This is an optimization exercise on Yosys and OpenROAD, whose aim is small area and a short achievable clock period, not a production implementation. The RTL was checked by simulation tests, not by an equivalence proof against the original design. Power is estimated from default activity; no workload was simulated.

==> flow/design.v <==
module Sbox5 (
    input  [5:0] in,
    output reg [3:0] out
);
    reg [1:0] row;
    reg [3:0] column;
    always @(*) begin
        row = {in[5], in[0]};
        column = in[4:1];
        case (column)
            4'b0000 : case (row)
                        2'b00 :  out = 4'b0010;
                        2'b01 :  out = 4'b1110;
                        2'b10 :  out = 4'b0100;
                        2'b11 :  out = 4'b1011;
                     endcase
            4'b0001 : case (row)
                        2'b00 :  out = 4'b1100;
                        2'b01 :  out = 4'b1011;
                        2'b10 :  out = 4'b0010;
                        2'b11 :  out = 4'b1000;
                     endcase
            4'b0010 : case (row)
                        2'b00 :  out = 4'b0100;
                        2'b01 :  out = 4'b0010;
                        2'b10 :  out = 4'b0001;
                        2'b11 :  out = 4'b1100;
                     endcase
            4'b0011 : case (row)
                        2'b00 :  out = 4'b0001;
                        2'b01 :  out = 4'b1100;
                        2'b10 :  out = 4'b1011;
                        2'b11 :  out = 4'b0111;
                     endcase
            4'b0100 : case (row)
                        2'b00 :  out = 4'b0111;
                        2'b01 :  out = 4'b0100;
                        2'b10 :  out = 4'b1100;
                        2'b11 :  out = 4'b0001;
                     endcase
            4'b0101 : case (row)
                        2'b00 :  out = 4'b1010;
                        2'b01 :  out = 4'b0111;  
                        2'b10 :  out = 4'b1101;
                        2'b11 :  out = 4'b1110;
                     endcase
            4'b0110 : case (row)
                        2'b00 :  out = 4'b1011;
                        2'b01 :  out = 4'b1101;
                        2'b10 :  out = 4'b0111;
                        2'b11 :  out = 4'b0010;
                     endcase
            4'b0111 : case (row)
                        2'b00 :  out = 4'b0110;
                        2'b01 :  out = 4'b0001;
                        2'b10 :  out = 4'b1000;
                        2'b11 :  out = 4'b1101;
                     endcase
            4'b1000 : case (row)
                        2'b00 :  out = 4'b1000;
                        2'b01 :  out = 4'b0101;
                        2'b10 :  out = 4'b1111;
                        2'b11 :  out = 4'b0110;
                     endcase
            4'b1001 : case (row)
                        2'b00 :  out = 4'b0101;
                        2'b01 :  out = 4'b0000;
                        2'b10 :  out = 4'b1001;
                        2'b11 :  out = 4'b1111;
                     endcase
            4'b1010 : case (row)
                        2'b00 :  out = 4'b0011;
                        2'b01 :  out = 4'b1111;
                        2'b10 :  out = 4'b1100;
                        2'b11 :  out = 4'b0000;
                     endcase
            4'b1011 : case (row)
                        2'b00 :  out = 4'b1111;
                        2'b01 :  out = 4'b1100;
                        2'b10 :  out = 4'b0101;
                        2'b11 :  out = 4'b1001;
                     endcase
            4'b1100 : case (row)
                        2'b00 :  out = 4'b1101;
                        2'b01 :  out = 4'b0011;
                        2'b10 :  out = 4'b0110;
                        2'b11 :  out = 4'b1100;
                     endcase
            4'b1101 : case (row)
                        2'b00 :  out = 4'b0000;
                        2'b01 :  out = 4'b1001;
                        2'b10 :  out = 4'b0011;
                        2'b11 :  out = 4'b0100;
                     endcase
            4'b1110 : case (row)
                        2'b00 :  out = 4'b1110;
                        2'b01 :  out = 4'b1000;
                        2'b10 :  out = 4'b0000;
                        2'b11 :  out = 4'b0101;
                     endcase
            4'b1111 : case (row)
                        2'b00 :  out = 4'b1001;
                        2'b01 :  out = 4'b0110;
                        2'b10 :  out = 4'b1110;
                        2'b11 :  out = 4'b0011;
                     endcase
            default: out = 4'h0;
        endcase
    end
endmodule
module Round (
    input  [3:0]  s_box_out,
    input  [31:0] h_in,
    output reg [31:0] h_out
);
    reg [3:0] h_in_n [0:7];
    reg [3:0] h_out_n [0:7];
    integer i;
    reg [3:0] temp;
    reg [1:0] rot;  
    always @(*) begin
        h_in_n[7] = h_in[31:28];
        h_in_n[6] = h_in[27:24];
        h_in_n[5] = h_in[23:20];
        h_in_n[4] = h_in[19:16];
        h_in_n[3] = h_in[15:12];
        h_in_n[2] = h_in[11:8];
        h_in_n[1] = h_in[7:4];
        h_in_n[0] = h_in[3:0];
        for (i = 0; i < 8; i = i + 1) begin
            temp = h_in_n[(i + 2) % 8] ^ s_box_out;
            rot = (i/2);  
            if (rot == 0)
                h_out_n[i] = temp & 4'hF;
            else
                h_out_n[i] = ( ((temp << rot) | (temp >> (4 - rot))) & 4'hF );
        end
        h_out = {h_out_n[7], h_out_n[6], h_out_n[5], h_out_n[4],
                 h_out_n[3], h_out_n[2], h_out_n[1], h_out_n[0]};
    end
endmodule
module HashIteration (
    input  [7:0] M,
    output reg   a,
    output reg   b,
    output reg   c       
);
    wire [5:0] x = {M[5], M[7] ^ M[2], M[3], M[0], M[4] ^ M[1], M[6]};
    always @(*) begin
        case (x)
            6'd0 : {a, b, c} = 3'b011;
            6'd1 : {a, b, c} = 3'b101;
            6'd2 : {a, b, c} = 3'b110;
            6'd3 : {a, b, c} = 3'b101;
            6'd4 : {a, b, c} = 3'b101;
            6'd5 : {a, b, c} = 3'b011;
            6'd6 : {a, b, c} = 3'b101;
            6'd7 : {a, b, c} = 3'b110;
            6'd8 : {a, b, c} = 3'b011;
            6'd9 : {a, b, c} = 3'b101;
            6'd10: {a, b, c} = 3'b000;
            6'd11: {a, b, c} = 3'b011;
            6'd12: {a, b, c} = 3'b101;
            6'd13: {a, b, c} = 3'b011;
            6'd14: {a, b, c} = 3'b110;
            6'd15: {a, b, c} = 3'b101;
            6'd16: {a, b, c} = 3'b011;
            6'd17: {a, b, c} = 3'b000;
            6'd18: {a, b, c} = 3'b000;
            6'd19: {a, b, c} = 3'b000;
            6'd20: {a, b, c} = 3'b110;
            6'd21: {a, b, c} = 3'b000;
            6'd22: {a, b, c} = 3'b000;
            6'd23: {a, b, c} = 3'b110;
            6'd24: {a, b, c} = 3'b011;
            6'd25: {a, b, c} = 3'b110;
            6'd26: {a, b, c} = 3'b000;
            6'd27: {a, b, c} = 3'b110;
            6'd28: {a, b, c} = 3'b101;
            6'd29: {a, b, c} = 3'b011;
            6'd30: {a, b, c} = 3'b110;
            6'd31: {a, b, c} = 3'b110;
            6'd32: {a, b, c} = 3'b101;
            6'd33: {a, b, c} = 3'b101;
            6'd34: {a, b, c} = 3'b011;
            6'd35: {a, b, c} = 3'b011;
            6'd36: {a, b, c} = 3'b101;
            6'd37: {a, b, c} = 3'b110;
            6'd38: {a, b, c} = 3'b101;
            6'd39: {a, b, c} = 3'b011;
            6'd40: {a, b, c} = 3'b110;
            6'd41: {a, b, c} = 3'b101;
            6'd42: {a, b, c} = 3'b011;
            6'd43: {a, b, c} = 3'b101;
            6'd44: {a, b, c} = 3'b011;
            6'd45: {a, b, c} = 3'b011;
            6'd46: {a, b, c} = 3'b011;
            6'd47: {a, b, c} = 3'b011;
            6'd48: {a, b, c} = 3'b000;
            6'd49: {a, b, c} = 3'b110;
            6'd50: {a, b, c} = 3'b110;
            6'd51: {a, b, c} = 3'b000;
            6'd52: {a, b, c} = 3'b110;
            6'd53: {a, b, c} = 3'b000;
            6'd54: {a, b, c} = 3'b000;
            6'd55: {a, b, c} = 3'b110;
            6'd56: {a, b, c} = 3'b110;
            6'd57: {a, b, c} = 3'b110;
            6'd58: {a, b, c} = 3'b110;
            6'd59: {a, b, c} = 3'b101;
            6'd60: {a, b, c} = 3'b000;
            6'd61: {a, b, c} = 3'b000;
            6'd62: {a, b, c} = 3'b101;
            6'd63: {a, b, c} = 3'b110;
            default: {a, b, c} = 3'b000;
        endcase
    end
endmodule
module cz_inv  (input a, output y);       assign y = ~a;           endmodule
module cz_nor2 (input a, b, output y);    assign y = ~(a | b);     endmodule
module cz_nand2(input a, b, output y);    assign y = ~(a & b);     endmodule
module cz_nor3 (input a, b, c, output y); assign y = ~(a | b | c); endmodule
module cz_bit0(input c, l, s, output d);    assign d = s ? l : ~c;        endmodule
module cz_bitp(input c, t, l, s, output d); assign d = s ? l : (c ^ t);   endmodule
module cz_bitn(input c, t, l, s, output d); assign d = s ? l : ~(c ^ t);  endmodule   
module lightHashDES(
    input              clk,
    input              M_valid,
    input              rst_n,
    input      [7:0]   M,
    input     [63:0]   input_length,
    output reg         hash_ready,
    output     [31:0]  digest
);
    reg        busy;
    reg [63:0] counter;
    reg        a_t, b_t, c_t;  
    reg [11:0] f;              
    wire [63:0] counter_d;
    wire start = !busy && M_valid;
    wire z1;
    wire z2;
    wire z3;
    wire z4;
    wire z5;
    wire z6;
    wire z7;
    wire z8;
    wire z9;
    wire z10;
    wire z11;
    wire z12;
    wire z13;
    wire z14;
    wire z15;
    wire z16;
    wire z17;
    wire z18;
    wire z19;
    wire z20;
    wire z21;
    wire z22;
    wire z23;
    wire z24;
    wire z25;
    wire z26;
    wire z27;
    wire z28;
    wire z29;
    wire z30;
    wire z31;
    wire z32;
    wire z33;
    wire z34;
    wire z35;
    wire z36;
    wire z37;
    wire z38;
    wire z39;
    wire z40;
    wire z41;
    wire z42;
    wire z43;
    wire z44;
    wire z45;
    wire z46;
    wire z47;
    wire z48;
    wire z49;
    wire z50;
    wire z51;
    wire z52;
    wire z53;
    wire z54;
    wire z55;
    wire z56;
    wire zi57;
    wire z58;
    wire z59;
    wire zi60;
    wire z61;
    wire z62;
    wire zi63;
    wire z64;
    wire z65;
    wire zi66;
    wire z67;
    wire z68;
    wire z69;
    wire zi70;
    wire z71;
    wire z72;
    wire z73;
    wire z74;
    wire zi75;
    wire z76;
    wire z77;
    wire z78;
    wire zi79;
    wire z80;
    wire z81;
    wire zi82;
    wire z83;
    wire zi84;
    wire z85;
    wire z86;
    wire z87;
    wire z88;
    wire z89;
    wire z90;
    wire zi91;
    wire z92;
    wire zg93;
    wire zi94;
    wire z95;
    wire zi96;
    wire z97;
    wire z98;
    wire zg99;
    wire z100;
    wire z101;
    wire zi102;
    wire z103;
    wire zg104;
    wire zi105;
    wire z106;
    wire z107;
    wire zi108;
    wire z109;
    wire zg110;
    wire zi111;
    wire z112;
    wire zi113;
    wire z114;
    wire z115;
    wire zg116;
    wire z117;
    wire zi118;
    wire z119;
    wire z120;
    wire zg121;
    wire z122;
    wire zi123;
    wire z124;
    wire z125;
    wire zg126;
    wire z127;
    wire zi128;
    wire z129;
    wire z130;
    wire zg131;
    wire z132;
    wire z133;
    wire zi134;
    wire z135;
    wire zg136;
    wire zi137;
    wire z138;
    wire z139;
    wire zi140;
    wire z141;
    wire zg142;
    wire zi143;
    wire z144;
    wire z145;
    wire zi146;
    wire z147;
    wire zg148;
    wire zi149;
    wire z150;
    wire z151;
    wire zi152;
    wire z153;
    wire zg154;
    wire zi155;
    wire z156;
    wire z157;
    wire zi158;
    wire z159;
    wire zg160;
    wire zi161;
    wire z162;
    wire z163;
    wire zi164;
    wire z165;
    wire zg166;
    wire zi167;
    wire z168;
    wire z169;
    wire zi170;
    wire z171;
    wire zg172;
    wire zi173;
    wire z174;
    wire zg175;
    wire z176;
    wire z177;
    wire z178;
    wire z179;
    wire z180;
    wire z181;
    wire z182;
    wire z183;
    wire z184;
    wire z185;
    wire zi186;
    wire z187;
    wire z188;
    wire z189;
    wire z190;
    cz_nor2  u_z1 (.a(counter[0]), .b(counter[1]), .y(z1));
    cz_nor2  u_z2 (.a(counter[2]), .b(counter[3]), .y(z2));
    cz_nor2  u_z3 (.a(counter[4]), .b(counter[5]), .y(z3));
    cz_nor2  u_z4 (.a(counter[6]), .b(counter[7]), .y(z4));
    cz_nor2  u_z5 (.a(counter[8]), .b(counter[9]), .y(z5));
    cz_nor2  u_z6 (.a(counter[10]), .b(counter[11]), .y(z6));
    cz_nor2  u_z7 (.a(counter[12]), .b(counter[13]), .y(z7));
    cz_nor2  u_z8 (.a(counter[14]), .b(counter[15]), .y(z8));
    cz_nor2  u_z9 (.a(counter[16]), .b(counter[17]), .y(z9));
    cz_nor2  u_z10 (.a(counter[18]), .b(counter[19]), .y(z10));
    cz_nor2  u_z11 (.a(counter[20]), .b(counter[21]), .y(z11));
    cz_nor2  u_z12 (.a(counter[22]), .b(counter[23]), .y(z12));
    cz_nor2  u_z13 (.a(counter[24]), .b(counter[25]), .y(z13));
    cz_nor2  u_z14 (.a(counter[26]), .b(counter[27]), .y(z14));
    cz_nor2  u_z15 (.a(counter[28]), .b(counter[29]), .y(z15));
    cz_nor2  u_z16 (.a(counter[30]), .b(counter[31]), .y(z16));
    cz_nor2  u_z17 (.a(counter[32]), .b(counter[33]), .y(z17));
    cz_nor2  u_z18 (.a(counter[34]), .b(counter[35]), .y(z18));
    cz_nor2  u_z19 (.a(counter[36]), .b(counter[37]), .y(z19));
    cz_nor2  u_z20 (.a(counter[38]), .b(counter[39]), .y(z20));
    cz_nor2  u_z21 (.a(counter[40]), .b(counter[41]), .y(z21));
    cz_nor2  u_z22 (.a(counter[42]), .b(counter[43]), .y(z22));
    cz_nor2  u_z23 (.a(counter[44]), .b(counter[45]), .y(z23));
    cz_nor2  u_z24 (.a(counter[46]), .b(counter[47]), .y(z24));
    cz_nor2  u_z25 (.a(counter[48]), .b(counter[49]), .y(z25));
    cz_nor2  u_z26 (.a(counter[50]), .b(counter[51]), .y(z26));
    cz_nor2  u_z27 (.a(counter[52]), .b(counter[53]), .y(z27));
    cz_nor2  u_z28 (.a(counter[54]), .b(counter[55]), .y(z28));
    cz_nor2  u_z29 (.a(counter[56]), .b(counter[57]), .y(z29));
    cz_nor2  u_z30 (.a(counter[58]), .b(counter[59]), .y(z30));
    cz_nor2  u_z31 (.a(counter[60]), .b(counter[61]), .y(z31));
    cz_nor2  u_z32 (.a(counter[62]), .b(counter[63]), .y(z32));
    cz_nand2 u_z33 (.a(z1), .b(z2), .y(z33));
    cz_nand2 u_z34 (.a(z3), .b(z4), .y(z34));
    cz_nand2 u_z35 (.a(z5), .b(z6), .y(z35));
    cz_nand2 u_z36 (.a(z7), .b(z8), .y(z36));
    cz_nand2 u_z37 (.a(z9), .b(z10), .y(z37));
    cz_nand2 u_z38 (.a(z11), .b(z12), .y(z38));
    cz_nand2 u_z39 (.a(z13), .b(z14), .y(z39));
    cz_nand2 u_z40 (.a(z15), .b(z16), .y(z40));
    cz_nand2 u_z41 (.a(z17), .b(z18), .y(z41));
    cz_nand2 u_z42 (.a(z19), .b(z20), .y(z42));
    cz_nand2 u_z43 (.a(z21), .b(z22), .y(z43));
    cz_nand2 u_z44 (.a(z23), .b(z24), .y(z44));
    cz_nand2 u_z45 (.a(z25), .b(z26), .y(z45));
    cz_nand2 u_z46 (.a(z27), .b(z28), .y(z46));
    cz_nand2 u_z47 (.a(z29), .b(z30), .y(z47));
    cz_nand2 u_z48 (.a(z31), .b(z32), .y(z48));
    cz_nor2  u_z49 (.a(z34), .b(z33), .y(z49));
    cz_nor2  u_z50 (.a(z36), .b(z35), .y(z50));
    cz_nor2  u_z51 (.a(z38), .b(z37), .y(z51));
    cz_nor2  u_z52 (.a(z40), .b(z39), .y(z52));
    cz_nor2  u_z53 (.a(z42), .b(z41), .y(z53));
    cz_nor2  u_z54 (.a(z44), .b(z43), .y(z54));
    cz_nor2  u_z55 (.a(z46), .b(z45), .y(z55));
    cz_nor2  u_z56 (.a(z48), .b(z47), .y(z56));
    cz_inv   u_zi57 (.a(z35), .y(zi57));
    cz_nand2 u_z58 (.a(zi57), .b(z49), .y(z58));
    cz_nand2 u_z59 (.a(z50), .b(z49), .y(z59));
    cz_inv   u_zi60 (.a(z39), .y(zi60));
    cz_nand2 u_z61 (.a(zi60), .b(z51), .y(z61));
    cz_nand2 u_z62 (.a(z52), .b(z51), .y(z62));
    cz_inv   u_zi63 (.a(z43), .y(zi63));
    cz_nand2 u_z64 (.a(zi63), .b(z53), .y(z64));
    cz_nand2 u_z65 (.a(z54), .b(z53), .y(z65));
    cz_inv   u_zi66 (.a(z47), .y(zi66));
    cz_nand2 u_z67 (.a(zi66), .b(z55), .y(z67));
    cz_nand2 u_z68 (.a(z56), .b(z55), .y(z68));
    cz_nor2  u_z69 (.a(z37), .b(z59), .y(z69));
    cz_inv   u_zi70 (.a(z51), .y(zi70));
    cz_nor2  u_z71 (.a(zi70), .b(z59), .y(z71));
    cz_nor2  u_z72 (.a(z61), .b(z59), .y(z72));
    cz_nor2  u_z73 (.a(z62), .b(z59), .y(z73));
    cz_nor2  u_z74 (.a(z45), .b(z65), .y(z74));
    cz_inv   u_zi75 (.a(z55), .y(zi75));
    cz_nor2  u_z76 (.a(zi75), .b(z65), .y(z76));
    cz_nor2  u_z77 (.a(z67), .b(z65), .y(z77));
    cz_nor2  u_z78 (.a(z68), .b(z65), .y(z78));
    cz_inv   u_zi79 (.a(z41), .y(zi79));
    cz_nand2 u_z80 (.a(zi79), .b(z73), .y(z80));
    cz_nand2 u_z81 (.a(z53), .b(z73), .y(z81));
    cz_inv   u_zi82 (.a(z64), .y(zi82));
    cz_nand2 u_z83 (.a(zi82), .b(z73), .y(z83));
    cz_inv   u_zi84 (.a(z65), .y(zi84));
    cz_nand2 u_z85 (.a(zi84), .b(z73), .y(z85));
    cz_nand2 u_z86 (.a(z74), .b(z73), .y(z86));
    cz_nand2 u_z87 (.a(z76), .b(z73), .y(z87));
    cz_nand2 u_z88 (.a(z77), .b(z73), .y(z88));
    cz_nand2 u_z89 (.a(z78), .b(z73), .y(z89));
    cz_nor2  u_z90 (.a(z33), .b(counter[4]), .y(z90));
    cz_inv   u_zi91 (.a(z3), .y(zi91));
    cz_nor2  u_z92 (.a(z33), .b(zi91), .y(z92));
    cz_nor3  u_zg93 (.a(counter[4]), .b(counter[5]), .c(counter[6]), .y(zg93));
    cz_inv   u_zi94 (.a(zg93), .y(zi94));
    cz_nor2  u_z95 (.a(z33), .b(zi94), .y(z95));
    cz_inv   u_zi96 (.a(counter[8]), .y(zi96));
    cz_nand2 u_z97 (.a(z49), .b(zi96), .y(z97));
    cz_nand2 u_z98 (.a(z49), .b(z5), .y(z98));
    cz_nor3  u_zg99 (.a(counter[8]), .b(counter[9]), .c(counter[10]), .y(zg99));
    cz_nand2 u_z100 (.a(z49), .b(zg99), .y(z100));
    cz_nor2  u_z101 (.a(z58), .b(counter[12]), .y(z101));
    cz_inv   u_zi102 (.a(z7), .y(zi102));
    cz_nor2  u_z103 (.a(z58), .b(zi102), .y(z103));
    cz_nor3  u_zg104 (.a(counter[12]), .b(counter[13]), .c(counter[14]), .y(zg104));
    cz_inv   u_zi105 (.a(zg104), .y(zi105));
    cz_nor2  u_z106 (.a(z58), .b(zi105), .y(z106));
    cz_nor2  u_z107 (.a(z59), .b(counter[16]), .y(z107));
    cz_inv   u_zi108 (.a(z9), .y(zi108));
    cz_nor2  u_z109 (.a(z59), .b(zi108), .y(z109));
    cz_nor3  u_zg110 (.a(counter[16]), .b(counter[17]), .c(counter[18]), .y(zg110));
    cz_inv   u_zi111 (.a(zg110), .y(zi111));
    cz_nor2  u_z112 (.a(z59), .b(zi111), .y(z112));
    cz_inv   u_zi113 (.a(counter[20]), .y(zi113));
    cz_nand2 u_z114 (.a(z69), .b(zi113), .y(z114));
    cz_nand2 u_z115 (.a(z69), .b(z11), .y(z115));
    cz_nor3  u_zg116 (.a(counter[20]), .b(counter[21]), .c(counter[22]), .y(zg116));
    cz_nand2 u_z117 (.a(z69), .b(zg116), .y(z117));
    cz_inv   u_zi118 (.a(counter[24]), .y(zi118));
    cz_nand2 u_z119 (.a(z71), .b(zi118), .y(z119));
    cz_nand2 u_z120 (.a(z71), .b(z13), .y(z120));
    cz_nor3  u_zg121 (.a(counter[24]), .b(counter[25]), .c(counter[26]), .y(zg121));
    cz_nand2 u_z122 (.a(z71), .b(zg121), .y(z122));
    cz_inv   u_zi123 (.a(counter[28]), .y(zi123));
    cz_nand2 u_z124 (.a(z72), .b(zi123), .y(z124));
    cz_nand2 u_z125 (.a(z72), .b(z15), .y(z125));
    cz_nor3  u_zg126 (.a(counter[28]), .b(counter[29]), .c(counter[30]), .y(zg126));
    cz_nand2 u_z127 (.a(z72), .b(zg126), .y(z127));
    cz_inv   u_zi128 (.a(counter[32]), .y(zi128));
    cz_nand2 u_z129 (.a(z73), .b(zi128), .y(z129));
    cz_nand2 u_z130 (.a(z73), .b(z17), .y(z130));
    cz_nor3  u_zg131 (.a(counter[32]), .b(counter[33]), .c(counter[34]), .y(zg131));
    cz_nand2 u_z132 (.a(z73), .b(zg131), .y(z132));
    cz_nor2  u_z133 (.a(z80), .b(counter[36]), .y(z133));
    cz_inv   u_zi134 (.a(z19), .y(zi134));
    cz_nor2  u_z135 (.a(z80), .b(zi134), .y(z135));
    cz_nor3  u_zg136 (.a(counter[36]), .b(counter[37]), .c(counter[38]), .y(zg136));
    cz_inv   u_zi137 (.a(zg136), .y(zi137));
    cz_nor2  u_z138 (.a(z80), .b(zi137), .y(z138));
    cz_nor2  u_z139 (.a(z81), .b(counter[40]), .y(z139));
    cz_inv   u_zi140 (.a(z21), .y(zi140));
    cz_nor2  u_z141 (.a(z81), .b(zi140), .y(z141));
    cz_nor3  u_zg142 (.a(counter[40]), .b(counter[41]), .c(counter[42]), .y(zg142));
    cz_inv   u_zi143 (.a(zg142), .y(zi143));
    cz_nor2  u_z144 (.a(z81), .b(zi143), .y(z144));
    cz_nor2  u_z145 (.a(z83), .b(counter[44]), .y(z145));
    cz_inv   u_zi146 (.a(z23), .y(zi146));
    cz_nor2  u_z147 (.a(z83), .b(zi146), .y(z147));
    cz_nor3  u_zg148 (.a(counter[44]), .b(counter[45]), .c(counter[46]), .y(zg148));
    cz_inv   u_zi149 (.a(zg148), .y(zi149));
    cz_nor2  u_z150 (.a(z83), .b(zi149), .y(z150));
    cz_nor2  u_z151 (.a(z85), .b(counter[48]), .y(z151));
    cz_inv   u_zi152 (.a(z25), .y(zi152));
    cz_nor2  u_z153 (.a(z85), .b(zi152), .y(z153));
    cz_nor3  u_zg154 (.a(counter[48]), .b(counter[49]), .c(counter[50]), .y(zg154));
    cz_inv   u_zi155 (.a(zg154), .y(zi155));
    cz_nor2  u_z156 (.a(z85), .b(zi155), .y(z156));
    cz_nor2  u_z157 (.a(z86), .b(counter[52]), .y(z157));
    cz_inv   u_zi158 (.a(z27), .y(zi158));
    cz_nor2  u_z159 (.a(z86), .b(zi158), .y(z159));
    cz_nor3  u_zg160 (.a(counter[52]), .b(counter[53]), .c(counter[54]), .y(zg160));
    cz_inv   u_zi161 (.a(zg160), .y(zi161));
    cz_nor2  u_z162 (.a(z86), .b(zi161), .y(z162));
    cz_nor2  u_z163 (.a(z87), .b(counter[56]), .y(z163));
    cz_inv   u_zi164 (.a(z29), .y(zi164));
    cz_nor2  u_z165 (.a(z87), .b(zi164), .y(z165));
    cz_nor3  u_zg166 (.a(counter[56]), .b(counter[57]), .c(counter[58]), .y(zg166));
    cz_inv   u_zi167 (.a(zg166), .y(zi167));
    cz_nor2  u_z168 (.a(z87), .b(zi167), .y(z168));
    cz_nor2  u_z169 (.a(z88), .b(counter[60]), .y(z169));
    cz_inv   u_zi170 (.a(z31), .y(zi170));
    cz_nor2  u_z171 (.a(z88), .b(zi170), .y(z171));
    cz_nor3  u_zg172 (.a(counter[60]), .b(counter[61]), .c(counter[62]), .y(zg172));
    cz_inv   u_zi173 (.a(zg172), .y(zi173));
    cz_nor2  u_z174 (.a(z88), .b(zi173), .y(z174));
    cz_nor3  u_zg175 (.a(counter[0]), .b(counter[1]), .c(counter[2]), .y(zg175));
    cz_nor2  u_z176 (.a(z34), .b(z35), .y(z176));
    cz_nor2  u_z177 (.a(z36), .b(z37), .y(z177));
    cz_nor2  u_z178 (.a(z38), .b(z39), .y(z178));
    cz_nor2  u_z179 (.a(z40), .b(z41), .y(z179));
    cz_nor2  u_z180 (.a(z42), .b(z43), .y(z180));
    cz_nor2  u_z181 (.a(z44), .b(z45), .y(z181));
    cz_nor2  u_z182 (.a(z46), .b(z47), .y(z182));
    cz_nand2 u_z183 (.a(z176), .b(z177), .y(z183));
    cz_nand2 u_z184 (.a(z178), .b(z179), .y(z184));
    cz_nand2 u_z185 (.a(z180), .b(z181), .y(z185));
    cz_inv   u_zi186 (.a(z48), .y(zi186));
    cz_nand2 u_z187 (.a(z182), .b(zi186), .y(z187));
    cz_nor2  u_z188 (.a(z183), .b(z184), .y(z188));
    cz_nor2  u_z189 (.a(z185), .b(z187), .y(z189));
    cz_nand2 u_z190 (.a(z188), .b(z189), .y(z190));
    cz_bit0 u_b0 (.c(counter[0]), .l(input_length[0]), .s(start), .d(counter_d[0]));
    cz_bitn u_b1 (.c(counter[1]), .t(counter[0]), .l(input_length[1]), .s(start), .d(counter_d[1]));
    cz_bitp u_b2 (.c(counter[2]), .t(z1), .l(input_length[2]), .s(start), .d(counter_d[2]));
    cz_bitp u_b3 (.c(counter[3]), .t(zg175), .l(input_length[3]), .s(start), .d(counter_d[3]));
    cz_bitn u_b4 (.c(counter[4]), .t(z33), .l(input_length[4]), .s(start), .d(counter_d[4]));
    cz_bitp u_b5 (.c(counter[5]), .t(z90), .l(input_length[5]), .s(start), .d(counter_d[5]));
    cz_bitp u_b6 (.c(counter[6]), .t(z92), .l(input_length[6]), .s(start), .d(counter_d[6]));
    cz_bitp u_b7 (.c(counter[7]), .t(z95), .l(input_length[7]), .s(start), .d(counter_d[7]));
    cz_bitp u_b8 (.c(counter[8]), .t(z49), .l(input_length[8]), .s(start), .d(counter_d[8]));
    cz_bitn u_b9 (.c(counter[9]), .t(z97), .l(input_length[9]), .s(start), .d(counter_d[9]));
    cz_bitn u_b10 (.c(counter[10]), .t(z98), .l(input_length[10]), .s(start), .d(counter_d[10]));
    cz_bitn u_b11 (.c(counter[11]), .t(z100), .l(input_length[11]), .s(start), .d(counter_d[11]));
    cz_bitn u_b12 (.c(counter[12]), .t(z58), .l(input_length[12]), .s(start), .d(counter_d[12]));
    cz_bitp u_b13 (.c(counter[13]), .t(z101), .l(input_length[13]), .s(start), .d(counter_d[13]));
    cz_bitp u_b14 (.c(counter[14]), .t(z103), .l(input_length[14]), .s(start), .d(counter_d[14]));
    cz_bitp u_b15 (.c(counter[15]), .t(z106), .l(input_length[15]), .s(start), .d(counter_d[15]));
    cz_bitn u_b16 (.c(counter[16]), .t(z59), .l(input_length[16]), .s(start), .d(counter_d[16]));
    cz_bitp u_b17 (.c(counter[17]), .t(z107), .l(input_length[17]), .s(start), .d(counter_d[17]));
    cz_bitp u_b18 (.c(counter[18]), .t(z109), .l(input_length[18]), .s(start), .d(counter_d[18]));
    cz_bitp u_b19 (.c(counter[19]), .t(z112), .l(input_length[19]), .s(start), .d(counter_d[19]));
    cz_bitp u_b20 (.c(counter[20]), .t(z69), .l(input_length[20]), .s(start), .d(counter_d[20]));
    cz_bitn u_b21 (.c(counter[21]), .t(z114), .l(input_length[21]), .s(start), .d(counter_d[21]));
    cz_bitn u_b22 (.c(counter[22]), .t(z115), .l(input_length[22]), .s(start), .d(counter_d[22]));
    cz_bitn u_b23 (.c(counter[23]), .t(z117), .l(input_length[23]), .s(start), .d(counter_d[23]));
    cz_bitp u_b24 (.c(counter[24]), .t(z71), .l(input_length[24]), .s(start), .d(counter_d[24]));
    cz_bitn u_b25 (.c(counter[25]), .t(z119), .l(input_length[25]), .s(start), .d(counter_d[25]));
    cz_bitn u_b26 (.c(counter[26]), .t(z120), .l(input_length[26]), .s(start), .d(counter_d[26]));
    cz_bitn u_b27 (.c(counter[27]), .t(z122), .l(input_length[27]), .s(start), .d(counter_d[27]));
    cz_bitp u_b28 (.c(counter[28]), .t(z72), .l(input_length[28]), .s(start), .d(counter_d[28]));
    cz_bitn u_b29 (.c(counter[29]), .t(z124), .l(input_length[29]), .s(start), .d(counter_d[29]));
    cz_bitn u_b30 (.c(counter[30]), .t(z125), .l(input_length[30]), .s(start), .d(counter_d[30]));
    cz_bitn u_b31 (.c(counter[31]), .t(z127), .l(input_length[31]), .s(start), .d(counter_d[31]));
    cz_bitp u_b32 (.c(counter[32]), .t(z73), .l(input_length[32]), .s(start), .d(counter_d[32]));
    cz_bitn u_b33 (.c(counter[33]), .t(z129), .l(input_length[33]), .s(start), .d(counter_d[33]));
    cz_bitn u_b34 (.c(counter[34]), .t(z130), .l(input_length[34]), .s(start), .d(counter_d[34]));
    cz_bitn u_b35 (.c(counter[35]), .t(z132), .l(input_length[35]), .s(start), .d(counter_d[35]));
    cz_bitn u_b36 (.c(counter[36]), .t(z80), .l(input_length[36]), .s(start), .d(counter_d[36]));
    cz_bitp u_b37 (.c(counter[37]), .t(z133), .l(input_length[37]), .s(start), .d(counter_d[37]));
    cz_bitp u_b38 (.c(counter[38]), .t(z135), .l(input_length[38]), .s(start), .d(counter_d[38]));
    cz_bitp u_b39 (.c(counter[39]), .t(z138), .l(input_length[39]), .s(start), .d(counter_d[39]));
    cz_bitn u_b40 (.c(counter[40]), .t(z81), .l(input_length[40]), .s(start), .d(counter_d[40]));
    cz_bitp u_b41 (.c(counter[41]), .t(z139), .l(input_length[41]), .s(start), .d(counter_d[41]));
    cz_bitp u_b42 (.c(counter[42]), .t(z141), .l(input_length[42]), .s(start), .d(counter_d[42]));
    cz_bitp u_b43 (.c(counter[43]), .t(z144), .l(input_length[43]), .s(start), .d(counter_d[43]));
    cz_bitn u_b44 (.c(counter[44]), .t(z83), .l(input_length[44]), .s(start), .d(counter_d[44]));
    cz_bitp u_b45 (.c(counter[45]), .t(z145), .l(input_length[45]), .s(start), .d(counter_d[45]));
    cz_bitp u_b46 (.c(counter[46]), .t(z147), .l(input_length[46]), .s(start), .d(counter_d[46]));
    cz_bitp u_b47 (.c(counter[47]), .t(z150), .l(input_length[47]), .s(start), .d(counter_d[47]));
    cz_bitn u_b48 (.c(counter[48]), .t(z85), .l(input_length[48]), .s(start), .d(counter_d[48]));
    cz_bitp u_b49 (.c(counter[49]), .t(z151), .l(input_length[49]), .s(start), .d(counter_d[49]));
    cz_bitp u_b50 (.c(counter[50]), .t(z153), .l(input_length[50]), .s(start), .d(counter_d[50]));
    cz_bitp u_b51 (.c(counter[51]), .t(z156), .l(input_length[51]), .s(start), .d(counter_d[51]));
    cz_bitn u_b52 (.c(counter[52]), .t(z86), .l(input_length[52]), .s(start), .d(counter_d[52]));
    cz_bitp u_b53 (.c(counter[53]), .t(z157), .l(input_length[53]), .s(start), .d(counter_d[53]));
    cz_bitp u_b54 (.c(counter[54]), .t(z159), .l(input_length[54]), .s(start), .d(counter_d[54]));
    cz_bitp u_b55 (.c(counter[55]), .t(z162), .l(input_length[55]), .s(start), .d(counter_d[55]));
    cz_bitn u_b56 (.c(counter[56]), .t(z87), .l(input_length[56]), .s(start), .d(counter_d[56]));
    cz_bitp u_b57 (.c(counter[57]), .t(z163), .l(input_length[57]), .s(start), .d(counter_d[57]));
    cz_bitp u_b58 (.c(counter[58]), .t(z165), .l(input_length[58]), .s(start), .d(counter_d[58]));
    cz_bitp u_b59 (.c(counter[59]), .t(z168), .l(input_length[59]), .s(start), .d(counter_d[59]));
    cz_bitn u_b60 (.c(counter[60]), .t(z88), .l(input_length[60]), .s(start), .d(counter_d[60]));
    cz_bitp u_b61 (.c(counter[61]), .t(z169), .l(input_length[61]), .s(start), .d(counter_d[61]));
    cz_bitp u_b62 (.c(counter[62]), .t(z171), .l(input_length[62]), .s(start), .d(counter_d[62]));
    cz_bitp u_b63 (.c(counter[63]), .t(z174), .l(input_length[63]), .s(start), .d(counter_d[63]));
    wire one = counter[0] & ~counter[1] & z2 & ~z190;    
    wire a_m, b_m, c_m;
    HashIteration main (.M(M), .a(a_m), .b(b_m), .c(c_m));
    always @(posedge clk or negedge rst_n) begin
        if (!rst_n) begin
            busy       <= 1'b0;
            hash_ready <= 1'b0;
        end else begin
            hash_ready <= busy & one;
            busy       <= busy ? !one : M_valid;
        end
    end
    localparam [11:0] C0 = 12'b1010_1101_0101;
    localparam [11:0] CP = 12'b0111_1110_0011;
    localparam [11:0] CA = 12'b1000_0110_1111;
    localparam [11:0] CB = 12'b0001_1001_1111;
    localparam [11:0] CC = CA & CB;            
    localparam [11:0] OA = CA & ~CB;           
    localparam [11:0] OB = CB & ~CA;           
    always @(posedge clk) begin
        counter <= counter_d;
        a_t     <= a_m;
        b_t     <= b_m;
        c_t     <= c_m;
        f       <= start ? C0 : f ^ CP ^ (OA & {12{a_t}}) ^ (OB & {12{b_t}}) ^ (CC & {12{c_t}});
    end
    assign digest = {
        f[4],  f[11], f[4],  f[11], f[8],  f[5],  f[7],  f[6],    
        f[9],  f[9],  f[10], f[10], f[10], 1'b0,  f[9],  1'b0,    
        f[6],  f[8],  f[5],  f[7],  f[6],  f[4],  f[5],  f[4],    
        f[3],  f[0],  f[3],  f[1],  f[2],  f[1],  f[2],  f[0]     
    };
endmodule
==> flow/flow/run.sh <==
#!/bin/bash
cp standard.sh standard.sh.txt
export BUFFER_PORTS_ARGS="-buffer_cell sky130_fd_sc_hd__buf_1"
bash standard.sh > standard.log 2>&1
==> flow/standard.sh <==
#!/bin/bash
# synth_recipe.tcl (not shown) runs the flow's synth.tcl, then flattens the netlist and writes it again
# the make line also repeats each setting of config.mk as NAME=value (left out here)
make -C /OpenROAD-flow-scripts/flow DESIGN_CONFIG=/design/flow/config.mk WORK_HOME=/design/flow/orfs CLKGATE_MAP_FILE= SYNTH_SCRIPT=/design/flow/synth_recipe.tcl "${@:-finish}"
==> flow/config.mk <==
export PLATFORM = sky130hd
export DESIGN_NAME = lightHashDES
export DESIGN_NICKNAME = lightHashDES
export VERILOG_FILES = /design/flow/design.v
export SDC_FILE = /design/flow/constraint.sdc
export NUM_CORES = 4
export LEC_CHECK = 0
export ABC_AREA = 1
export CAP_MARGIN = 20
export CORE_MARGIN = 2
export CORE_UTILIZATION = 40
export SETUP_SLACK_MARGIN = 1.6
export SLEW_MARGIN = 20
export SYNTH_HIERARCHICAL = 1
==> flow/constraint.sdc <==
create_clock -name core_clock -period 3.3 [get_ports {clk}]
set_input_delay 0.6600 -clock core_clock [delete_from_list [all_inputs] [get_ports {clk}]]
set_output_delay 0.6600 -clock core_clock [all_outputs]
set_load 0.01 [all_outputs]
==> results of run 1 <==
[area by class of cell]
cell class,count,area (µm²),share of cell area (%)
sequential,81,1650,25.3
multi-input combinational,587,2770,42.6
clock buffer,12,256,3.95
timing repair buffer,120,546,8.40
inverter,273,1040,16.0
clock inverter,4,28.8,0.443
tap,172,215,3.31
[routing by layer]
layer,global-route usage [%],share of wire (%),vias up,wire [µm]
li1,-,-,2932,-
met1,19.2,49,2043,5270
met2,26.0,46,76,4910
met3,4.69,4.0,13,431
met4,5.13,1.4,0,151
met5,0,0,-,0
[final timing paths]
| kind | slack (ns) | depth (start not counted) | endpoint | from |
|---|---|---|---|---|
| max | 1.64 | 12 | counter[54]$_DFF_P_ | counter[1]$_DFF_P_ |
| min | 0.08 | 1 | hash_ready$_DFF_PN0_ | rst_n |
| max reg2reg | 1.64 | 12 | counter[54]$_DFF_P_ | counter[1]$_DFF_P_ |
| min reg2reg | 0.42 | 1 | f[9]$_SDFF_PP1_ | f[9]$_SDFF_PP1_ |
| max in group asynchronous | 3.10 | 1 | busy$_DFF_PN0_ | rst_n |
| min in group core_clock | 0.42 | 1 | f[9]$_SDFF_PP1_ | f[9]$_SDFF_PP1_ |
[Yosys stat by module (local to each module, per instance)]
module | flops+latches | cells inside | cell area (µm²) | times used
cz_nand2 | 0 | 1 | 3.75 | 50
cz_bit0 | 0 | 2 | 8.76 | 1
cz_nor2 | 0 | 1 | 3.75 | 85
cz_bitp | 0 | 8 | 31.3 | 37
lightHashDES | 81 | 143 | 1980 | 1
cz_inv | 0 | 1 | 3.75 | 35
cz_nor3 | 0 | 4 | 17.5 | 16
cz_bitn | 0 | 8 | 31.3 | 26
HashIteration | 0 | 79 | 397 | 1
[cell usage in the layout, fill, tap and decap left out, types with 2 or more instances in the layout]
cell,n
a21oi_1,3
nor2_4,21
inv_1,267
xor2_1,3
nand3_2,3
or2_2,2
o21ai_0,5
nor2_2,35
dfxtp_1,72
buf_4,12
clkinvlp_4,2
inv_2,4
nand2_8,3
dfrtp_1,2
buf_12,3
buf_1,104
clkinv_2,2
clkbuf_8,2
dfxtp_2,5
nand2_1,338
dfxtp_4,2
clkbuf_16,9
nand2_2,15
o211ai_1,2
or2_0,3
nand3_1,83
nor2_1,59
nand2_4,4
conb_1,2
[registers in the layout (all words and copies together) (netlist names)]
| name | count |
|---|---|
| busy | 1 |
| a_t | 1 |
| hash_ready | 1 |
| f | 12 |
| c_t | 1 |
| b_t | 1 |
| counter | 64 |
[worst max-delay path, stage by stage (launching register included)]
cell     delay, ns
dfxtp_4       0.36
nor2_4        0.11
nand2_2       0.08
nor2_4        0.15
nand2_4       0.10
nor2_4        0.11
buf_12        0.13
buf_12        0.13
nand2_4       0.08
nor2_2        0.11
nand2_1       0.06
nand3_1       0.08
nand2_1       0.04
[stage by stage]
stage | hold WS [ns] | util, % | power [mW] | instances | instance area [µm²]
after global routing | 0.0696 | 50.9 | 4.64 | 1249 | 6500
after global placement | 0.403 | 45.0 | 3.07 | 1218 | 5750
after floorplan | 0.364 | - | 2.86 | 963 | 5310
after detailed placement | 0.406 | 45.0 | 3.09 | 1218 | 5750
final | 0.0800 | 50.9 | 4.24 | 1249 | 6500
after CTS | 0.0677 | 47.9 | 4.12 | 1239 | 6110
[cell usage after synthesis]
master and number:
a21oi_1 3, buf_2 1, buf_4 20, buf_6 1, clkinv_2 1, conb_1 1, dfrtp_1 2, dfxtp_1 79
ha_1 1, inv_1 267, inv_2 5, nand2_1 356, nand2_2 3, nand2_4 1, nand3_1 84, nand3_2 2
nor2_1 98, nor2_2 17, o2111ai_1 1, o211ai_1 2, o21ai_0 5, o21ai_1 1, or2_0 3, or2_1 1
or2_2 2, xnor2_1 1, xnor2_2 1, xor2_1 3
[report_power, final]
group	internal, mW	total [mW]	switching [mW]
registers	1.38	1.80	0.418
clock network	0.551	0.967	0.416
logic	0.606	1.47	0.868
[cells by family after synthesis]
group / after synthesis / synth area share [%]
simple gates: 567 / 43.9
compound gates: 12 / 1.30
buf+inv: 295 / 22.6
flops: 81 / 30.9
fa+ha+maj: 1 / 0.237
other cells: 1 / 0.0710
xor+xnor: 5 / 0.972
[what timing repair did]
| item | CTS | global route |
|---|---|---|
| hold buffers | 0 | 0 |
| buffers inserted | 5 | 10 |
| gates resized for setup | 12 | 86 |
| gates cloned | 0 | 0 |
| pin swaps | 6 | 13 |
| setup endpoints to repair | 63 | 58 |
| hold endpoints to repair | 0 | 0 |
==> impl_results.md, run 1 <==
* Post-synth top area share at between 20% and 30%
* Port-buffer cells at 105
* Total grt overflow at 0
* GP Congestion at roughly 0.85
* Skew final at 0.00852 ns
* Clock latency (worst-skew pair) at around 0.35 ns
* Worst Hold Class: in -> async
* Setup TNS at 0 ns
* Crit Path Class: reg -> reg
* GRT Util Overall at 15.6%
* Fin crit share at 50.3%
* Ports at 108
* Drc violations at 0
* Fill count at between 1000 and 1500
* First-pass GRT wire length at around 18000 µm
* Syn avg cell area at about 5.5 µm²
* Core ar. at around 13000 µm²
* Initial Utilization at 41.3%
* CP startpoint kind: register
* Share of layout cells above drive strength 1 at about an eighth
* Number of max-cap violations at 0
* Area growth, synth to finish at 23.1%
* Total CTS buffers at 9
* Unrepaired setup endpoints after global routing: true
* Initial antenna violation count at 0
* DR vias/cell at 4.05
* Cell taking the most area after synthesis: dfxtp_1
* Root Driver: clkbuf_16
* Pin count of the biggest net entering global routing at 134
* Number of global-route vias before repair at roughly 4300
* Max frequency at roughly 0.6 GHz
* Reg clk slew, reported paths at ~0.060 ns
* Count of cell types in the netlist at 28
* Final setup margin at between 1.5 and 2 ns
* Dpl ws at 1.23 ns
* Die width at 119 µm
* Via Count at between 5000 and 6000
* P_leak at ~3.4 nW
* Worst-Margin Slew at about 0.53 ns
* H-tree depth at 3
* Flops & latches, synth at 81
* Total wire length at roughly 11000 µm
* Post-route ant nets at 0
* Maximum root-to-sink buffer count at 2
* Status: timing/DRC/antenna clean
* Max_slew headroom at between 60 and 70%
* Dpl hpwl at roughly 7400 µm
* Final nets at 1148
* Worst EP required at 3.55 ns
* Crit path DAT at ~1.9 ns
* Peak supply drop at a little over 0.3 mV
* Post-Syn Instances at slightly below 1000
* Area contributors post-synth: dfxtp_1 30%, nand2_1 25%, inv_1 19%
* Fin. Hold Viols at 0
* Ys Warns at 8
* Critical Path End Type: register
* DRT iter0 DRCs at between 200 and 250
* Ant. Diodes at 0
* WL per Instance at roughly 8.6 µm
* Pre-antenna DRT Iters at 5
* Netlist Area Pre-Place at 5280 µm²
* Tmin final at 1.66 ns
* Power per cell area at about 650 nW/µm²
* Sequential fraction of the synthesis area at ~30%
* Row count at ~40
* CTS tree: built
* Die height at roughly 120 µm
* Crit Path Max Fanout at 8
* DIE AREA at 14100 µm²
* Final setup vio count at 0
* Slew Viols, Final at 0
* Clock sinks at 81
==> run 2, diff against run 1 <==
--- a/flow/config.mk
+++ b/flow/config.mk
@@ -6,9 +6,8 @@
 export NUM_CORES = 4
 export LEC_CHECK = 0
-export ABC_AREA = 1
 export CAP_MARGIN = 20
 export CORE_MARGIN = 2
 export CORE_UTILIZATION = 40
-export SETUP_SLACK_MARGIN = 1.6
+export SETUP_SLACK_MARGIN = 1.8
 export SLEW_MARGIN = 20
 export SYNTH_HIERARCHICAL = 1
==> run 2 against run 1 <==
Still clean on timing, DRC and antenna; synthesized cell count shrank 41%; area after synthesis shrank 19%; sequential share of layout area grew 3.2 points; die area shrank 18%; wire length shrank 7.5%; combinational power shrank 14%; power shrank 14%; clock power shrank 19%; sequential cell count is the same; critical path depth shrank 2; fmax grew 0.66%; critical path type unchanged; highest routed layer unchanged.
==> impl_results.md, run 2 <==
* R2R depth at 10 (was 12)
* Ports at 108 (unchanged)
* Total CTS buffers at 9 (unchanged)
* Logic pwr share at 34.6% (was 34.8%)
* Post-synth top area share at 36.9% (was 30.0%)
* Peak supply drop at 0.326 mV (was 0.303 mV)
* Number of global-route vias before repair at 3555 (was 4284)
* Critical Path End Type: register (unchanged)
* Ant. Diodes at 0 (unchanged)
* Internal power at 2.44 mW (was 2.53 mW)
* WL per Instance at 12.0 µm (was 8.61 µm)
* Placement Cell Area at 4810 µm² (was 5750 µm²)
* Port-buffer cells at 105 (unchanged)
* Initial Utilization at 41.3% (about the same)
* Most common cell after layout, fill and taps aside: nand2_1 (unchanged)
* Ys Warns at 8 (unchanged)
* CTS tree: built (unchanged)
* Area growth, synth to finish at 38.1% (was 23.1%)
* Post-route ant nets at 0 (unchanged)
* Cell taking the most area after synthesis: dfxtp_1 (unchanged)
* Final Util at 57.1% (was 50.9%)
* Syn avg cell area at 7.58 µm² (was 5.49 µm²)
* Pin count of the biggest net entering global routing at 134 (unchanged)
* H-tree depth at 3 (unchanged)
* Dpl hpwl at 6160 µm (was 7420 µm)
* Post-route cell area at 5920 µm² (was 6500 µm²)
* Initial antenna violation count at 0 (unchanged)
* Area contributors post-synth: dfxtp_1 37%, nand2_1 11%, xnor2_1 8.8% (was dfxtp_1 30%, nand2_1 25%, inv_1 19%)
* Crit Path Max Fanout at 5 (was 8)
* Worst R2R Setup Slack at 1.65 ns (was 1.64 ns)
* Fin. Hold Viols at 0 (unchanged)
* EDFF count, synth at 0 (unchanged)
* Flops & latches, synth at 81 (unchanged)
* Worst Hold Class: in -> async (unchanged)
* DR vias/cell at 4.58 (was 4.05)
* Share of layout cells above drive strength 1 at 31.6% (was 11.9%)
* Fin crit share at 49.9% (was 50.3%)
* First-pass GRT wire length at 15600 µm (was 18200 µm)
* Reg clk slew, reported paths at 0.08 ns (was 0.06 ns)
* DRT iter0 DRCs at 135 (was 242)
* Worst r2r src: counter[0]$_DFF_P_ (was counter[1]$_DFF_P_)
* Status: timing/DRC/antenna clean (unchanged)
* P_leak at 2.25 nW (was 3.43 nW)
* Largest register FFs at 64 (unchanged)
* Row count at 37 (was 41)
* Setup TNS at 0 ns (unchanged)
* Switching part of the total at 32.9% (was 40.2%)
* Top post-synthesis cells by count: 128 x nand2_1, 89 x nor2_1, 79 x dfxtp_1 (was 356 x nand2_1, 267 x inv_1, 98 x nor2_1)
* R2R Path End: counter[54]$_DFF_P_ (unchanged)
* Fraction of registers with async set or reset after synthesis at 2.47% (unchanged)
* DIE AREA at 11600 µm² (was 14100 µm²)
* Die width at 107 µm (was 119 µm)
* Via Count at 3812 (was 5064)
* Die height at 107 µm (was 119 µm)
* Skew final at 0.0119 ns (was 0.00852 ns)
* Slew Viols, Final at 0 (unchanged)
* Seq pwr share at 43.8% (was 42.4%)
* Total grt overflow at 0 (unchanged)
* Clock latency (worst-skew pair) at 0.35 ns (about the same)
* CP startpoint kind: register (unchanged)
* GP Congestion at 0.783 (was 0.854)
* Total wire length at 9950 µm (was 10800 µm)
* Switching pwr at 1.20 mW (was 1.70 mW)
* Power per cell area at 614 nW/µm² (was 652 nW/µm²)
* Worst EP required at 3.52 ns (was 3.55 ns)
* Pre-antenna DRT Iters at 4 (was 5)
* Crit Path Class: reg -> reg (unchanged)
* Drc violations at 0 (unchanged)
* Clk network pwr share at 21.7% (was 22.8%)
* Hold Buf Count CTS at 0 (unchanged)
* Final setup vio count at 0 (unchanged)
* Root Driver: clkbuf_8 (was clkbuf_16)
* Top-count cell post-synth: nand2_1 (unchanged)
* Post-Syn Instances at 565 (was 962)
* Most frequent cells in the layout: 107 x nand2_1, 69 x buf_1, 64 x o21ai_1, 50 x dfxtp_1, 40 x xnor2_1 (was 338 x nand2_1, 267 x inv_1, 104 x buf_1, 83 x nand3_1, 72 x dfxtp_1)
* Tmin final at 1.65 ns (was 1.66 ns)
* Max frequency at 0.607 GHz (was 0.603 GHz)
* Unrepaired setup endpoints after global routing: true (unchanged)
* Top Registers: counter (64), f (12) (unchanged)
* Clock sinks at 81 (unchanged)
* Final nets at 767 (was 1148)
* Core ar. at 10400 µm² (was 12800 µm²)
* Reg with most FFs: counter (unchanged)
* Number of max-cap violations at 0 (unchanged)
* Maximum root-to-sink buffer count at 2 (unchanged)
* Count of cell types in the netlist at 41 (was 28)
* Netlist Area Pre-Place at 4280 µm² (was 5280 µm²)
* Sequential fraction of the synthesis area at 38.1% (was 30.9%)
* GRT Util Overall at 16.6% (was 15.6%)
* Top FF cell, synth: dfxtp_1 (unchanged)
* Crit path DAT at 1.87 ns (was 1.91 ns)
-- run 2: cell count changes after synthesis, sizes merged, moves of 30 or more --
| cell | previous run | this run |
|---|---|---|
| inv | 272 | 40 |
| nand2 | 360 | 128 |
| nand3 | 86 | 3 |
| o21ai | 6 | 67 |
| xnor2 | 2 | 43 |
| xor2 | 3 | 33 |
-- run 2: timing repair --
| item | CTS | global route |
|---|---|---|
| resized for setup | 93 | 92 |
| buffers inserted | 21 | 13 |
| pin swaps | 12 | 19 |
| setup endpoints to repair | 78 | 98 |
| endpoints found under the hold margin | 0 | 0 |
| gates cloned | 0 | 1 |
-- run 2: cell type report --
type                            instances  area, µm²
Timing Repair Buffer                  140        952
Clock buffer                           11        131
Sequential cell                        81       1690
Tap cell                              136        170
Multi-Input combinational cell        419       2730
Fill cell                             982       4450
Clock inverter                          5       80.1
Inverter                               40        166
-- run 2: kinds of logic after synthesis --
kind of cell             after synthesis  share of synthesized area (%)
AO/OA/AOI/OAI                         91                           12.0
XOR/XNOR                              77                           16.4
adder cells (fa/ha/maj)                1                          0.292
buffers and inverters                 66                           8.06
flip-flops                            81                           38.1
other                                  1                         0.0875
AND/OR/NAND/NOR                      248                           25.1
-- run 2: power groups by stage --
stage / registers [mW] / logic [mW] / clock network, mW
finish: 1.59 / 1.26 / 0.788
global route: 1.63 / 1.38 / 0.857
CTS: 1.53 / 1.08 / 0.814
detailed placement: 1.51 / 0.775 / 0
global placement: 1.50 / 0.765 / 0
floorplan: 1.50 / 0.664 / 0
-- run 2: through the flow --
stage          power [mW]  setup slack [ns]  instances  hold WS [ns]
2_1_floorplan        2.17              1.65        566         0.364
3_3_place_gp         2.26              1.16        781         0.391
3_5_place_dp         2.28              1.09        781         0.400
4_1_cts              3.43              1.66        818        0.0690
5_1_grt              3.86              1.54        832        0.0649
6_report             3.64              1.65        832        0.0881
-- run 2: worst max-delay path: stages, from the launching register on --
cell	delay, ns
dfxtp_4	0.37
nor2_4	0.14
nand2_4	0.08
nor2_4	0.11
nand2_4	0.09
nor2_4	0.15
clkbuf_16	0.18
nand2_4	0.09
nor2_4	0.12
xnor2_1	0.12
o21ai_1	0.07
-- run 2: worst max-delay path by stage --
stage,endpoint,cells after the start,slack (ns),start
2_1_floorplan,counter[38]$_DFF_P_,9,1.65,counter[0]$_DFF_P_
3_5_place_dp,b_t$_DFF_P_,6,1.09,M[0]
4_1_cts,counter[54]$_DFF_P_,10,1.66,counter[2]$_DFF_P_
3_3_place_gp,b_t$_DFF_P_,6,1.16,M[0]
5_1_grt,counter[47]$_DFF_P_,10,1.54,counter[0]$_DFF_P_
6_report,counter[54]$_DFF_P_,10,1.65,counter[0]$_DFF_P_
-- run 2: modules after synthesis, one instance, submodules excluded --
module | cell area (µm²) | copies in the design
HashIteration | 378 | 1
lightHashDES | 2000 | 1
cz_nor3 | 10.0 | 16
cz_inv | 3.75 | 35
cz_bit0 | 8.76 | 1
cz_nand2 | 3.75 | 50
cz_bitp | 17.5 | 37
cz_bitn | 17.5 | 26
cz_nor2 | 3.75 | 85
-- run 2: metal layers --
layer	wire [µm]	vias to the layer above	track usage (%)	share of wire, %
li1	-	2031	-	-
met1	4390	1696	20.5	44
met2	5100	77	28.5	51
met3	367	8	2.54	3.7
met4	95	0	7.42	0.95
met5	0	-	0	0
==> run 3, diff against run 2 <==
--- a/flow/config.mk
+++ b/flow/config.mk
@@ -9,5 +9,5 @@
 export CORE_MARGIN = 2
 export CORE_UTILIZATION = 40
-export SETUP_SLACK_MARGIN = 1.8
+export SETUP_SLACK_MARGIN = 1.6
 export SLEW_MARGIN = 20
 export SYNTH_HIERARCHICAL = 1
==> run 3 against run 2 <==
Hold slack improved by 0.0029 ns; critical endpoint is now counter[61]$_DFF_P_; largest power group unchanged; sequential cell count unchanged; area after synthesis unchanged; still clean on timing, DRC and antenna; critical path depth unchanged.
==> impl_results.md, run 3 <==
* Status: timing/DRC/antenna clean (unchanged)
* Top post-synthesis cells by count: 128 x nand2_1, 89 x nor2_1, 79 x dfxtp_1 (unchanged)
* Most frequent cells in the layout: 111 x nand2_1, 101 x buf_1, 67 x dfxtp_1, 64 x o21ai_1, 51 x nor2_1 (was 107 x nand2_1, 69 x buf_1, 64 x o21ai_1, 50 x dfxtp_1, 40 x xnor2_1)
* Post-Synth XOR/XNOR Area at 16.4% (unchanged)
* Critical Path End Type: register (unchanged)
* Crit-path leading delay family: simple AND/OR/NAND/NOR gates (unchanged)
* Cell taking the most area after synthesis: dfxtp_1 (unchanged)
* Area growth, synth to finish at 22.5% (was 38.1%)
* Sequential cell area at 1650 µm² (was 1690 µm²)
* Slew Viols, Final at 0 (unchanged)
* Max frequency at 0.608 GHz (was 0.607 GHz)
* CTS tree: built (unchanged)
* Main combinational cell family by area after synthesis: simple AND/OR/NAND/NOR gates (unchanged)
* Row count at 37 (unchanged)
* Post-Syn Instances at 565 (unchanged)
* R2R Path End: counter[61]$_DFF_P_ (was counter[54]$_DFF_P_)
* Clock sinks at 81 (unchanged)
* Most common cell after layout, fill and taps aside: nand2_1 (unchanged)
* Worst Hold Class: in -> async (unchanged)
* Via Count at 3720 (was 3812)
* GP Congestion at 0.827 (was 0.783)
* Peak supply drop at 0.323 mV (was 0.326 mV)
* Drc violations at 0 (unchanged)
* Final cell count without fillers at 814 (was 832)
* Sequential fraction of the synthesis area at 38.1% (unchanged)
* Core ar. at 10400 µm² (unchanged)
* Flops & latches, synth at 81 (unchanged)
* Number of global-route vias before repair at 3460 (was 3555)
* Clock latency (worst-skew pair) at 0.34 ns (was 0.35 ns)
* Dpl hpwl at 6110 µm (was 6160 µm)
* Largest register FFs at 64 (unchanged)
* Multi-input gate area at 2570 µm² (was 2730 µm²)
* Share of layout cells above drive strength 1 at 19.0% (was 31.6%)
* Power per cell area at 566 nW/µm² (was 614 nW/µm²)
* P_leak at 1.88 nW (was 2.25 nW)
* Buf+Inv Stages, Crit Path at 1 (unchanged)
* Pin count of the biggest net entering global routing at 134 (unchanged)
* Total grt overflow at 0 (unchanged)
* Die width at 107 µm (unchanged)
* Ant. Diodes at 0 (unchanged)
* DRT iter0 DRCs at 141 (was 135)
* Worst path max stage delay at 0.36 ns (was 0.37 ns)
* Fill count at 1055 (was 982)
* Ports at 108 (unchanged)
* WL per Instance at 11.2 µm (was 12.0 µm)
* Top Registers: counter (64), f (12) (unchanged)
* Reg with most FFs: counter (unchanged)
* Initial Utilization at 41.3% (unchanged)
* Crit Path Class: reg -> reg (unchanged)
* Crit path max-delay cell type: dfxtp_4 (unchanged)
* DIE AREA at 11600 µm² (unchanged)
* Total CTS buffers at 9 (unchanged)
* Final nets at 750 (was 767)
* Syn avg cell area at 7.58 µm² (unchanged)
* Crit path DAT at 1.85 ns (was 1.87 ns)
* Total wire length at 9090 µm (was 9950 µm)
* Root Driver: clkbuf_8 (unchanged)
* Synth Area in Compound Gates at 12.0% (unchanged)
* Tmin final at 1.65 ns (about the same)
* Fin. Hold Viols at 0 (unchanged)
* Number of max-cap violations at 0 (unchanged)
* EDFF count, synth at 0 (unchanged)
* Die height at 107 µm (unchanged)
* Cell repeated most along the worst path: nor2_4 (unchanged)
* Max_slew headroom at about half
* DR vias/cell at 4.57 (was 4.58)
* Ys Warns at 8 (unchanged)
* Fraction of registers with async set or reset after synthesis at 2.47% (unchanged)
* First-pass GRT wire length at 15000 µm (was 15600 µm)
* Fin crit share at 49.9% (about the same)
* Final setup vio count at 0 (unchanged)
* CP Launch Point: counter[1]$_DFF_P_ (was counter[0]$_DFF_P_)
* Worst r2r src: counter[1]$_DFF_P_ (was counter[0]$_DFF_P_)
* Maximum root-to-sink buffer count at 2 (unchanged)
* Worst R2R Setup Slack at 1.65 ns (about the same)
* Reg clk slew, reported paths at 0.07 ns (was 0.08 ns)
* Setup TNS at 0 ns (unchanged)
* Top FF cell, synth: dfxtp_1 (unchanged)
* Hold Buf Count CTS at 0 (unchanged)
* Count of cell types in the netlist at 41 (unchanged)
* Mux contribution to synthesized area at 0% (unchanged)
* Area contributors post-synth: dfxtp_1 37%, nand2_1 11%, xnor2_1 8.8% (unchanged)
* Top-count cell post-synth: nand2_1 (unchanged)
* H-tree depth at 3 (unchanged)
* Post-synthesis simple-gate area fraction at 25.1% (unchanged)
* Synth Area in Adders at 0.292% (unchanged)
* CP startpoint kind: register (unchanged)
* Post-synth top area share at 36.9% (unchanged)
* GRT Util Overall at 15.8% (was 16.6%)
* DP Cell Count at 782 (was 781)
* Pre-antenna DRT Iters at 4 (unchanged)
* Critical path cell sequence: nor2_4 > nand2_2 > nor2_4 > nand2_4 > nor2_4 > buf_12 > nand2_2 > nor2_1 > xnor2_1 > o21ai_1 (was nor2_4 > nand2_4 > nor2_4 > nand2_4 > nor2_4 > clkbuf_16 > nand2_4 > nor2_4 > xnor2_1 > o21ai_1)
* Post-route ant nets at 0 (unchanged)
* R2R depth at 10 (unchanged)
* Worst EP required at 3.50 ns (was 3.52 ns)
* Initial antenna violation count at 0 (unchanged)
* Unrepaired setup endpoints after global routing: true (unchanged)
* Crit Path Max Fanout at 6 (was 5)
* Worst-Margin Slew at 0.736 ns
* Skew final at 0.00633 ns (was 0.0119 ns)
* Port-buffer cells at 105 (unchanged)
* Netlist Area Pre-Place at 4280 µm² (unchanged)
-- run 3: cell counts after synthesis --
Identical to the previous run, type by type.
-- run 3: worst max-delay path by stage --
stage / cells past startpoint / to
floorplan: 6 / a_t$_DFF_P_
global placement: 6 / b_t$_DFF_P_
detailed placement: 5 / b_t$_DFF_P_
CTS: 6 / b_t$_DFF_P_
global route: 9 / counter[61]$_DFF_P_
finish: 10 / counter[61]$_DFF_P_
-- run 3: kinds of logic (layout without fill, tap and decap cells) --
family          count (synthesis)  in the layout
other cells                     1              2
compound gates                 91             91
xor+xnor                       77             77
simple gates                  248            249
buf+inv                        66            177
flops                          81             81
fa+ha+maj                       1              1
-- run 3: repair_timing --
action	4_1_cts	5_1_grt
endpoints found under the hold margin	0	0
gates resized for setup	31	59
cloned	1	0
buffers inserted	9	7
pin swaps	9	20
endpoints found under the setup margin	46	67
-- run 3: layout make-up --
| class | instances | share of cell area [%] |
|---|---|---|
| timing repair buffer | 122 | 10.3 |
| tap | 136 | 3.24 |
| clock buffer | 15 | 2.98 |
| multi-input combinational | 420 | 49.0 |
| inverter | 40 | 3.00 |
| sequential | 81 | 31.5 |
-- run 3: per-module statistics from Yosys (local to each module, per instance) --
module	flip-flops and latches	area, µm²	times used	cells
cz_nand2	0	3.75	50	1
cz_bitn	0	17.5	26	3
cz_nor3	0	10.0	16	1
lightHashDES	81	2000	1	131
cz_bit0	0	8.76	1	2
HashIteration	0	378	1	57
cz_bitp	0	17.5	37	3
cz_nor2	0	3.75	85	1
cz_inv	0	3.75	35	1
-- run 3: power by group --
group	internal [mW]	total, mW	switching, mW
sequential	1.24	1.51	0.275
combinational	0.408	0.839	0.431
clock	0.292	0.619	0.327
total	1.94	2.97	1.03
-- run 3: layer usage --
metal | vias up | GRT usage (%) | wire length [µm]
li1 | 1999 | - | -
met3 | 7 | 3.63 | 451
met4 | 0 | 5.22 | 110
met5 | - | 0 | 0
met2 | 69 | 26.7 | 4200
met1 | 1645 | 19.7 | 4320
-- run 3: through the flow --
stage / util, % / worst slack, ns / hold WS (ns) / total power [mW] / cell area [µm²]
finish: 50.6 / 1.65 / 0.0910 / 2.97 / 5250
global route: 50.6 / 1.54 / 0.0710 / 3.19 / 5250
CTS: 48.5 / 1.60 / 0.0709 / 2.93 / 5030
detailed placement: 45.3 / 1.12 / 0.394 / 2.26 / 4700
global placement: 45.3 / 1.17 / 0.389 / 2.24 / 4700
floorplan: - / 1.60 / 0.364 / 2.13 / 4320

## re-timing with driven ports
How much do the figures lean on ideal ports? The routed layouts below were timed once more, with nothing changed but the port constraints.
Step 1: set_driving_cell puts a clkbuf_16 on clk and a buf_2 on each other input, an assumption about the parent block.
Step 2 times the ports against the registers' clock, not the clock port: input delays grow and output delays shrink by t, the midpoint of the rising clock arrivals with the driver on.
Slacks: ideal ports / drivers / drivers and shift; pairs: ideal ports / drivers.
| run | t (ns) | setup slack, ns | clock arrival spread, ns | slew at the worst register clock pin (ns) | pins driven straight from the clock port |
|---|---|---|---|---|---|
| run 1 | 0.385 | 1.641 / 1.641 / 1.398 | 0.008 / 0.009 | 0.06 / 0.06 | 1 |
| run 2 | 0.374 | 1.652 / 1.652 / 1.430 | 0.012 / 0.012 | 0.09 / 0.09 | 1 |
| run 3 | 0.368 | 1.655 / 1.655 / 1.326 | 0.006 / 0.007 | 0.08 / 0.08 | 1 |
After both steps setup and hold are still met in every run listed. The setup slack of run 3, which loses most, moves by 0.000 ns with the drivers and by -0.329 ns with both steps.
